What follows belongs to an exercise in optimizing a design on an open flow for small area, a short achievable clock period and few clock cycles per item; a production flow would make more cautious choices. At most, simulation tests tie the RTL to the original design; equivalence was not proved. Power is estimated from default activity; no workload was simulated.

Design SPM, start of the top module:
module SPM (
    input wire clk,
    input wire rst,
    input wire start,
    input wire signed [7:0] a,
    input wire signed [7:0] b,
    output wire signed [15:0] prod,
    output reg done,
    output wire sign_flag
);
Size in the first run: roughly 240 cells after synthesis, roughly 28 flip-flops, about 37 I/O pins.
==> flow/config.mk <==
export PLATFORM = sky130hd
export DESIGN_NAME = SPM
export DESIGN_NICKNAME = SPM
export VERILOG_FILES = /design/flow/design.v
export SDC_FILE = /design/flow/constraint.sdc
export NUM_CORES = 4
export LEC_CHECK = 0
export CAP_MARGIN = 20
export CORE_MARGIN = 2
export CORE_UTILIZATION = 40
export SETUP_SLACK_MARGIN = 2.5
export SLEW_MARGIN = 20
export SYNTH_HIERARCHICAL = 1
export SYNTH_MINIMUM_KEEP_SIZE = 0
==> flow/constraint.sdc <==
create_clock -name core_clock -period 5.0 [get_ports {clk}]
set_input_delay 1.0000 -clock core_clock [delete_from_list [all_inputs] [get_ports {clk}]]
set_output_delay 1.0000 -clock core_clock [all_outputs]
set_load 0.01 [all_outputs]
run.sh (not shown) runs the stock make flow with config.mk's settings and CLKGATE_MAP_FILE= SYNTH_SCRIPT=/design/flow/synth_recipe.tcl, a recipe that flattens the netlist after the stock synthesis.
The starting point passed the timing, design-rule and antenna checks.
Testbench counts at the start, summed over its fixed seeds: cycles 4,088, items 2,048.
Then changed:
==> flow/flow/run.sh (new file) <==
#!/bin/bash
# The standard layout (standard.sh), with the port buffers made of
# sky130_fd_sc_hd__buf_1 cells instead of the delay-cell buffers that
# buffer_ports picks by default. make's full output goes to standard.log.
set -euo pipefail
export BUFFER_PORTS_ARGS="-buffer_cell sky130_fd_sc_hd__buf_1"
bash standard.sh > standard.log 2>&1
==> flow/standard.sh (new file) <==
#!/bin/bash
# synth_recipe.tcl (not shown) runs the flow's synth.tcl, then flattens the netlist and writes it again
# the make line also repeats each setting of config.mk as NAME=value (left out here)
make -C /OpenROAD-flow-scripts/flow DESIGN_CONFIG=/design/flow/config.mk WORK_HOME=/design/flow/orfs CLKGATE_MAP_FILE= SYNTH_SCRIPT=/design/flow/synth_recipe.tcl "${@:-finish}"
Settings changed: ABC_CLOCK_PERIOD_IN_PS set to 2000, SETUP_SLACK_MARGIN 2.5 to 1.5.
removed: flow/run.sh
After rerunning: Count of clock-buffer cells in the layout drops by 1; cell count went down by 5.1%; synthesized cell count stays the same; total power decreases by 19%; fmax falls by about 2.3%; wire length goes down by about 8%; clock skew stays the same; hold slack improved by 4.0 ps; setup slack gets worse by 77 ps; combinational power went down by 26%.
Then changed:
Settings changed: ABC_CLOCK_PERIOD_IN_PS 2000 to not set, CORE_UTILIZATION 40 to 60.
=>
- via count fell by 2.0%
- hold slack gets worse by 6.7 ps
- clock skew is unchanged
- synthesized area is unchanged
- setup slack loses 14 ps
- critical path depth is unchanged
- sequential power stays flat
- combinational power barely changes
- total power hardly moves
Then changed:
==> flow/flow/run.sh (replaced) <==
#!/bin/bash
# The standard layout, with the port buffers made of sky130_fd_sc_hd__buf_2 cells
# instead of the delay-cell buffers buffer_ports picks by default.
set -euo pipefail
export BUFFER_PORTS_ARGS="-buffer_cell sky130_fd_sc_hd__buf_2"
bash standard.sh > standard.log 2>&1
Settings changed: CORE_UTILIZATION 60 to 40.
What happened: Clock-buffer cell count is unchanged. Non-clock buffer count fell by 1. Design area increases slightly. Total power climbs by a few percent. Register-to-register slack barely changes. Wire length climbs slightly.

* * *

## lane 4
SPM, a different RTL version from the one above (not shown whole).
Size: roughly 37 I/O pins, ~2700 sq um of cells after synthesis.
Settings: LEC_CHECK=0, CAP_MARGIN=20, CORE_MARGIN=2, CORE_UTILIZATION=40, SETUP_SLACK_MARGIN=1.5, SLEW_MARGIN=20, SYNTH_HIERARCHICAL=1, SYNTH_MINIMUM_KEEP_SIZE=0; clock period 5.0 ns.
standard.sh (not shown) runs the stock make flow with config.mk's settings and CLKGATE_MAP_FILE= SYNTH_SCRIPT=/design/flow/synth_recipe.tcl, a recipe that flattens the netlist after the stock synthesis.
==> flow/flow/run.sh <==
#!/bin/bash
# The standard layout (standard.sh), with the port buffers made of
# sky130_fd_sc_hd__buf_1 cells instead of the delay-cell buffers that
# buffer_ports picks by default. make's full output goes to standard.log.
set -euo pipefail
export BUFFER_PORTS_ARGS="-buffer_cell sky130_fd_sc_hd__buf_1"
bash standard.sh > standard.log 2>&1
Lane 4 did not stop at any stage, and its layout met the timing, design-rule and antenna checks.
## Diff of input files: lane 1 against lane 4
-- flow/config.mk --
<<< lane 4, line 9
export CORE_MARGIN = 2
export CORE_UTILIZATION = 40
export SETUP_SLACK_MARGIN = 1.5
export SLEW_MARGIN = 20
export SYNTH_HIERARCHICAL = 1
>>> lane 1, line 9
export CORE_MARGIN = 2
export CORE_UTILIZATION = 40
export SETUP_SLACK_MARGIN = 1.8
export SLEW_MARGIN = 20
export SYNTH_HIERARCHICAL = 1
Results
Per the comparison of lane 1 with lane 4, power now sits higher, area growth from synthesis to final layout now sits higher. Note that the post-route standard cell area excluding fillers recorded for lane 4 amounts to 0.947 times the value seen in lane 1. The register-to-register slack of lane 1 was inferior to that of lane 4. Compared with lane 4, in lane 1 clock power fell about 3%; maximum clock skew at final layout shows no meaningful change.
No run of this note included a check of the RTL's function; only the layout flow was run.

* * *

## run 1
The RTL this note starts from:
==> flow/design.v <==
`timescale 1ns/1ps
module SPM (
    input wire clk,
    input wire rst,
    input wire start,
    input wire signed [7:0] a,
    input wire signed [7:0] b,
    output wire signed [15:0] prod,
    output reg done,
    output wire sign_flag
);
    reg [15:0] r0, r1;
    reg rs, rc;
    always @(posedge clk or posedge rst) begin
        if (rst) begin
            done <= 1'b0;
            r0   <= 16'd0;
            r1   <= 16'd0;
            rs   <= 1'b0;
            rc   <= 1'b0;
        end else begin
            done <= start;
            if (start) begin
                r0 <= nrow0;
                r1 <= nrow1;
                rc <= ncy;
                rs <= a[7] ^ b[7];
            end
        end
    end
    wire [7:0] ma = a;
    wire [7:0] mb = b;
    wire [9:0] hi = r0[15:6] + r1[15:6] + rc;
    assign prod = {hi, r0[5:0]};
    assign sign_flag = rs;
    wire pp1 = ma[0] & mb[0];
    wire pp2 = ma[0] & mb[1];
    wire pp3 = ma[0] & mb[2];
    wire pp4 = ma[0] & mb[3];
    wire pp5 = ma[0] & mb[4];
    wire pp6 = ma[0] & mb[5];
    wire pp7 = ma[0] & mb[6];
    wire pp8 = ~(ma[0] & mb[7]);
    wire pp9 = ma[1] & mb[0];
    wire pp10 = ma[1] & mb[1];
    wire pp11 = ma[1] & mb[2];
    wire pp12 = ma[1] & mb[3];
    wire pp13 = ma[1] & mb[4];
    wire pp14 = ma[1] & mb[5];
    wire pp15 = ma[1] & mb[6];
    wire pp16 = ~(ma[1] & mb[7]);
    wire pp17 = ma[2] & mb[0];
    wire pp18 = ma[2] & mb[1];
    wire pp19 = ma[2] & mb[2];
    wire pp20 = ma[2] & mb[3];
    wire pp21 = ma[2] & mb[4];
    wire pp22 = ma[2] & mb[5];
    wire pp23 = ma[2] & mb[6];
    wire pp24 = ~(ma[2] & mb[7]);
    wire pp25 = ma[3] & mb[0];
    wire pp26 = ma[3] & mb[1];
    wire pp27 = ma[3] & mb[2];
    wire pp28 = ma[3] & mb[3];
    wire pp29 = ma[3] & mb[4];
    wire pp30 = ma[3] & mb[5];
    wire pp31 = ma[3] & mb[6];
    wire pp32 = ~(ma[3] & mb[7]);
    wire pp33 = ma[4] & mb[0];
    wire pp34 = ma[4] & mb[1];
    wire pp35 = ma[4] & mb[2];
    wire pp36 = ma[4] & mb[3];
    wire pp37 = ma[4] & mb[4];
    wire pp38 = ma[4] & mb[5];
    wire pp39 = ma[4] & mb[6];
    wire pp40 = ~(ma[4] & mb[7]);
    wire pp41 = ma[5] & mb[0];
    wire pp42 = ma[5] & mb[1];
    wire pp43 = ma[5] & mb[2];
    wire pp44 = ma[5] & mb[3];
    wire pp45 = ma[5] & mb[4];
    wire pp46 = ma[5] & mb[5];
    wire pp47 = ma[5] & mb[6];
    wire pp48 = ~(ma[5] & mb[7]);
    wire pp49 = ma[6] & mb[0];
    wire pp50 = ma[6] & mb[1];
    wire pp51 = ma[6] & mb[2];
    wire pp52 = ma[6] & mb[3];
    wire pp53 = ma[6] & mb[4];
    wire pp54 = ma[6] & mb[5];
    wire pp55 = ma[6] & mb[6];
    wire pp56 = ~(ma[6] & mb[7]);
    wire pp57 = ~(ma[7] & mb[0]);
    wire pp58 = ~(ma[7] & mb[1]);
    wire pp59 = ~(ma[7] & mb[2]);
    wire pp60 = ~(ma[7] & mb[3]);
    wire pp61 = ~(ma[7] & mb[4]);
    wire pp62 = ~(ma[7] & mb[5]);
    wire pp63 = ~(ma[7] & mb[6]);
    wire pp64 = ma[7] & mb[7];
    wire s65, c66;
    spm_ha u_s65 (.a(pp7), .b(pp14), .s(s65), .co(c66));
    wire s67, c68;
    spm_fa u_s67 (.a(pp8), .b(pp15), .ci(pp22), .s(s67), .co(c68));
    wire s69, c70;
    spm_ha u_s69 (.a(pp29), .b(pp36), .s(s69), .co(c70));
    wire s71, c72;
    spm_fa u_s71 (.a(pp16), .b(pp23), .ci(pp30), .s(s71), .co(c72));
    wire s73, c74;
    spm_fa u_s73 (.a(pp37), .b(pp44), .ci(pp51), .s(s73), .co(c74));
    wire s75, c76;
    spm_fa u_s75 (.a(pp24), .b(pp31), .ci(pp38), .s(s75), .co(c76));
    wire s77, c78;
    spm_ha u_s77 (.a(pp5), .b(pp12), .s(s77), .co(c78));
    wire s79, c80;
    spm_fa u_s79 (.a(pp6), .b(pp13), .ci(pp20), .s(s79), .co(c80));
    wire s81, c82;
    spm_ha u_s81 (.a(pp27), .b(pp34), .s(s81), .co(c82));
    wire s83, c84;
    spm_fa u_s83 (.a(pp21), .b(pp28), .ci(pp35), .s(s83), .co(c84));
    wire s85, c86;
    spm_fa u_s85 (.a(pp42), .b(pp49), .ci(s65), .s(s85), .co(c86));
    wire s87, c88;
    spm_fa u_s87 (.a(pp43), .b(pp50), .ci(pp57), .s(s87), .co(c88));
    wire s89, c90;
    spm_fa u_s89 (.a(s67), .b(s69), .ci(c66), .s(s89), .co(c90));
    wire s91 = ~(pp58 ^ s71);
    wire c92 = pp58 | s71;
    wire s93, c94;
    spm_fa u_s93 (.a(s73), .b(c68), .ci(c70), .s(s93), .co(c94));
    wire s95, c96;
    spm_fa u_s95 (.a(pp45), .b(pp52), .ci(pp59), .s(s95), .co(c96));
    wire s97, c98;
    spm_fa u_s97 (.a(s75), .b(c72), .ci(c74), .s(s97), .co(c98));
    wire s99, c100;
    spm_fa u_s99 (.a(pp32), .b(pp39), .ci(pp46), .s(s99), .co(c100));
    wire s101, c102;
    spm_fa u_s101 (.a(pp53), .b(pp60), .ci(c76), .s(s101), .co(c102));
    wire s103, c104;
    spm_fa u_s103 (.a(pp40), .b(pp47), .ci(pp54), .s(s103), .co(c104));
    wire s105, c106;
    spm_ha u_s105 (.a(pp4), .b(pp11), .s(s105), .co(c106));
    wire s107, c108;
    spm_fa u_s107 (.a(pp19), .b(pp26), .ci(pp33), .s(s107), .co(c108));
    wire s109, c110;
    spm_fa u_s109 (.a(pp41), .b(s79), .ci(s81), .s(s109), .co(c110));
    wire s111, c112;
    spm_fa u_s111 (.a(s83), .b(s85), .ci(c80), .s(s111), .co(c112));
    wire s113, c114;
    spm_fa u_s113 (.a(s87), .b(s89), .ci(c84), .s(s113), .co(c114));
    wire s115, c116;
    spm_fa u_s115 (.a(s91), .b(s93), .ci(c88), .s(s115), .co(c116));
    wire s117, c118;
    spm_fa u_s117 (.a(s95), .b(s97), .ci(c92), .s(s117), .co(c118));
    wire s119, c120;
    spm_fa u_s119 (.a(s99), .b(s101), .ci(c96), .s(s119), .co(c120));
    wire s121, c122;
    spm_fa u_s121 (.a(pp61), .b(s103), .ci(c100), .s(s121), .co(c122));
    wire s123, c124;
    spm_fa u_s123 (.a(pp48), .b(pp55), .ci(pp62), .s(s123), .co(c124));
    wire s125, c126;
    spm_ha u_s125 (.a(pp3), .b(pp10), .s(s125), .co(c126));
    wire s127, c128;
    spm_fa u_s127 (.a(pp18), .b(pp25), .ci(s105), .s(s127), .co(c128));
    wire s129, c130;
    spm_fa u_s129 (.a(s77), .b(s107), .ci(c106), .s(s129), .co(c130));
    wire s131, c132;
    spm_fa u_s131 (.a(c78), .b(s109), .ci(c108), .s(s131), .co(c132));
    wire s133, c134;
    spm_fa u_s133 (.a(c82), .b(s111), .ci(c110), .s(s133), .co(c134));
    wire s135, c136;
    spm_fa u_s135 (.a(c86), .b(s113), .ci(c112), .s(s135), .co(c136));
    wire s137, c138;
    spm_fa u_s137 (.a(c90), .b(s115), .ci(c114), .s(s137), .co(c138));
    wire s139, c140;
    spm_fa u_s139 (.a(c94), .b(s117), .ci(c116), .s(s139), .co(c140));
    wire s141, c142;
    spm_fa u_s141 (.a(c98), .b(s119), .ci(c118), .s(s141), .co(c142));
    wire s143, c144;
    spm_fa u_s143 (.a(c102), .b(s121), .ci(c120), .s(s143), .co(c144));
    wire s145, c146;
    spm_fa u_s145 (.a(c104), .b(s123), .ci(c122), .s(s145), .co(c146));
    wire s147, c148;
    spm_fa u_s147 (.a(pp56), .b(pp63), .ci(c124), .s(s147), .co(c148));
    wire [15:0] row0 = {1'b0, pp64, s147, s145, s143, s141, s139, s137, s135, s133, s131, s129, s127, pp17, pp2, pp1};
    wire [15:0] row1 = {1'b0, c148, c146, c144, c142, c140, c138, c136, c134, c132, c130, c128, c126, s125, pp9, 1'b0};
    wire s149, c150;
    spm_ha u_s149 (.a(row0[0]), .b(row1[0]), .s(s149), .co(c150));
    wire s151, c152;
    spm_fa u_s151 (.a(row0[1]), .b(row1[1]), .ci(c150), .s(s151), .co(c152));
    wire s153, c154;
    spm_fa u_s153 (.a(row0[2]), .b(row1[2]), .ci(c152), .s(s153), .co(c154));
    wire s155, c156;
    spm_fa u_s155 (.a(row0[3]), .b(row1[3]), .ci(c154), .s(s155), .co(c156));
    wire s157, c158;
    spm_fa u_s157 (.a(row0[4]), .b(row1[4]), .ci(c156), .s(s157), .co(c158));
    wire s159, c160;
    spm_fa u_s159 (.a(row0[5]), .b(row1[5]), .ci(c158), .s(s159), .co(c160));
    wire [15:0] nrow0 = {row0[15:6] ^ 10'b1000000000, s159, s157, s155, s153, s151, s149};
    wire [15:0] nrow1 = row1;
    wire ncy = c160;
endmodule
module spm_fa (input wire a, input wire b, input wire ci, output wire s, output wire co);
    assign s  = a ^ b ^ ci;
    assign co = (a & b) | (a & ci) | (b & ci);
endmodule
module spm_ha (input wire a, input wire b, output wire s, output wire co);
    assign s  = a ^ b;
    assign co = a & b;
endmodule
Settings: LEC_CHECK=0, CAP_MARGIN=20, CORE_MARGIN=2, CORE_UTILIZATION=40, SETUP_SLACK_MARGIN=1.5, SLEW_MARGIN=20, SYNTH_HIERARCHICAL=1, SYNTH_MINIMUM_KEEP_SIZE=0; clock period 5.0 ns.
==> flow/flow/run.sh <==
#!/bin/bash
# The standard layout, with the port buffers made of sky130_fd_sc_hd__buf_1 cells
# instead of the delay-cell buffers buffer_ports picks by default.
set -euo pipefail
export BUFFER_PORTS_ARGS="-buffer_cell sky130_fd_sc_hd__buf_1"
bash standard.sh > standard.log 2>&1
Testbench counts of run 1, summed over its fixed seeds: cycles 4,088, items 2,048.
Input changes introduced in run 2 (baseline for comparison: run 1):
==> flow/run.sh (new file) <==
#!/bin/bash
# synth_recipe.tcl (not shown) runs the flow's synth.tcl, then flattens the netlist and writes it again
# the make line also repeats each setting of config.mk as NAME=value (left out here)
make -C /OpenROAD-flow-scripts/flow DESIGN_CONFIG=/design/flow/config.mk WORK_HOME=/design/flow/orfs CLKGATE_MAP_FILE= SYNTH_SCRIPT=/design/flow/synth_recipe.tcl finish
removed: flow/flow/run.sh
removed: flow/standard.sh
- Run 2 reports its timing startpoint of the critical path as b[6] while run 1 reports b[5].
- Diff run 1 -> run 2: met3 usage in global routing held; via count of the first global-routing pass went up 46; worst setup slack for register-to-register paths held; non-clock buffer count in the final layout went up 2.7%.
- met3 layer wire length in the routed design came out lower on run 2 than on run 1.
- When run 2 is measured against run 1, its minimum clock period turns out 0.011 ns higher.
- The portion of the layout cell area used by clock cells was comparable across run 1 and run 2.
Inputs modified between run 2 and run 3:
- changing SETUP_SLACK_MARGIN from 1.5 to 2
## What came out
- From run 2 to run 3 the numbers moved as follows: routed wire length went up about 5%; fraction of power consumed by combinational cells held; total cell area at the placement stage went up 1.7%.

==> port drivers added, routing unchanged <==
Ports are ideal in the flow. The routed layouts listed here were re-timed in OpenROAD.
Step 1 (the two cells are an assumption about what drives the block):
set clk [get_ports {clk}]
set_driving_cell -lib_cell sky130_fd_sc_hd__clkbuf_16 $clk
set_driving_cell -lib_cell sky130_fd_sc_hd__buf_2 [delete_from_list [all_inputs] $clk]
Step 2 also shifts input and output timing later by t, the mid clock arrival at the registers, as if the neighbouring blocks saw the same clock.
Slacks: ideal ports / drivers / drivers and shift; pairs: ideal ports / drivers.
run | t (ns) | slack for setup (ns) | clock arrival spread, ns | worst slew at a driven data input, ns | cell pins on the clock port's net
the first run of note 1 | 0.294 | 1.653 / 1.626 / 1.334 | 0.004 / 0.005 | 0.07 | 1
the second run of note 1 | 0.290 | 1.576 / 1.580 / 1.290 | 0.005 / 0.005 | 0.03 | 1
the third run of note 1 | 0.293 | 1.563 / 1.571 / 1.278 | 0.009 / 0.008 | 0.03 | 1
the fourth run of note 1 | 0.288 | 1.592 / 1.598 / 1.310 | 0.002 / 0.002 | 0.03 | 1
lane 4 | 0.297 | 1.644 / 1.648 / 1.351 | 0.003 / 0.002 | 0.03 | 1
lane 1 | 0.290 | 1.794 / 1.773 / 1.483 | 0.002 / 0.002 | 0.06 | 1
run 1 | 0.290 | 1.576 / 1.580 / 1.290 | 0.005 / 0.005 | 0.03 | 1
run 2 | 0.290 | 1.565 / 1.570 / 1.280 | 0.004 / 0.004 | 0.03 | 1
run 3 | 0.293 | 1.670 / 1.659 / 1.366 | 0.009 / 0.010 | 0.06 | 1
After both steps setup and hold are still met in every run listed. For the first run of note 1, which loses most, drivers alone change the setup slack by -0.027 ns; drivers and shift together by -0.319 ns.
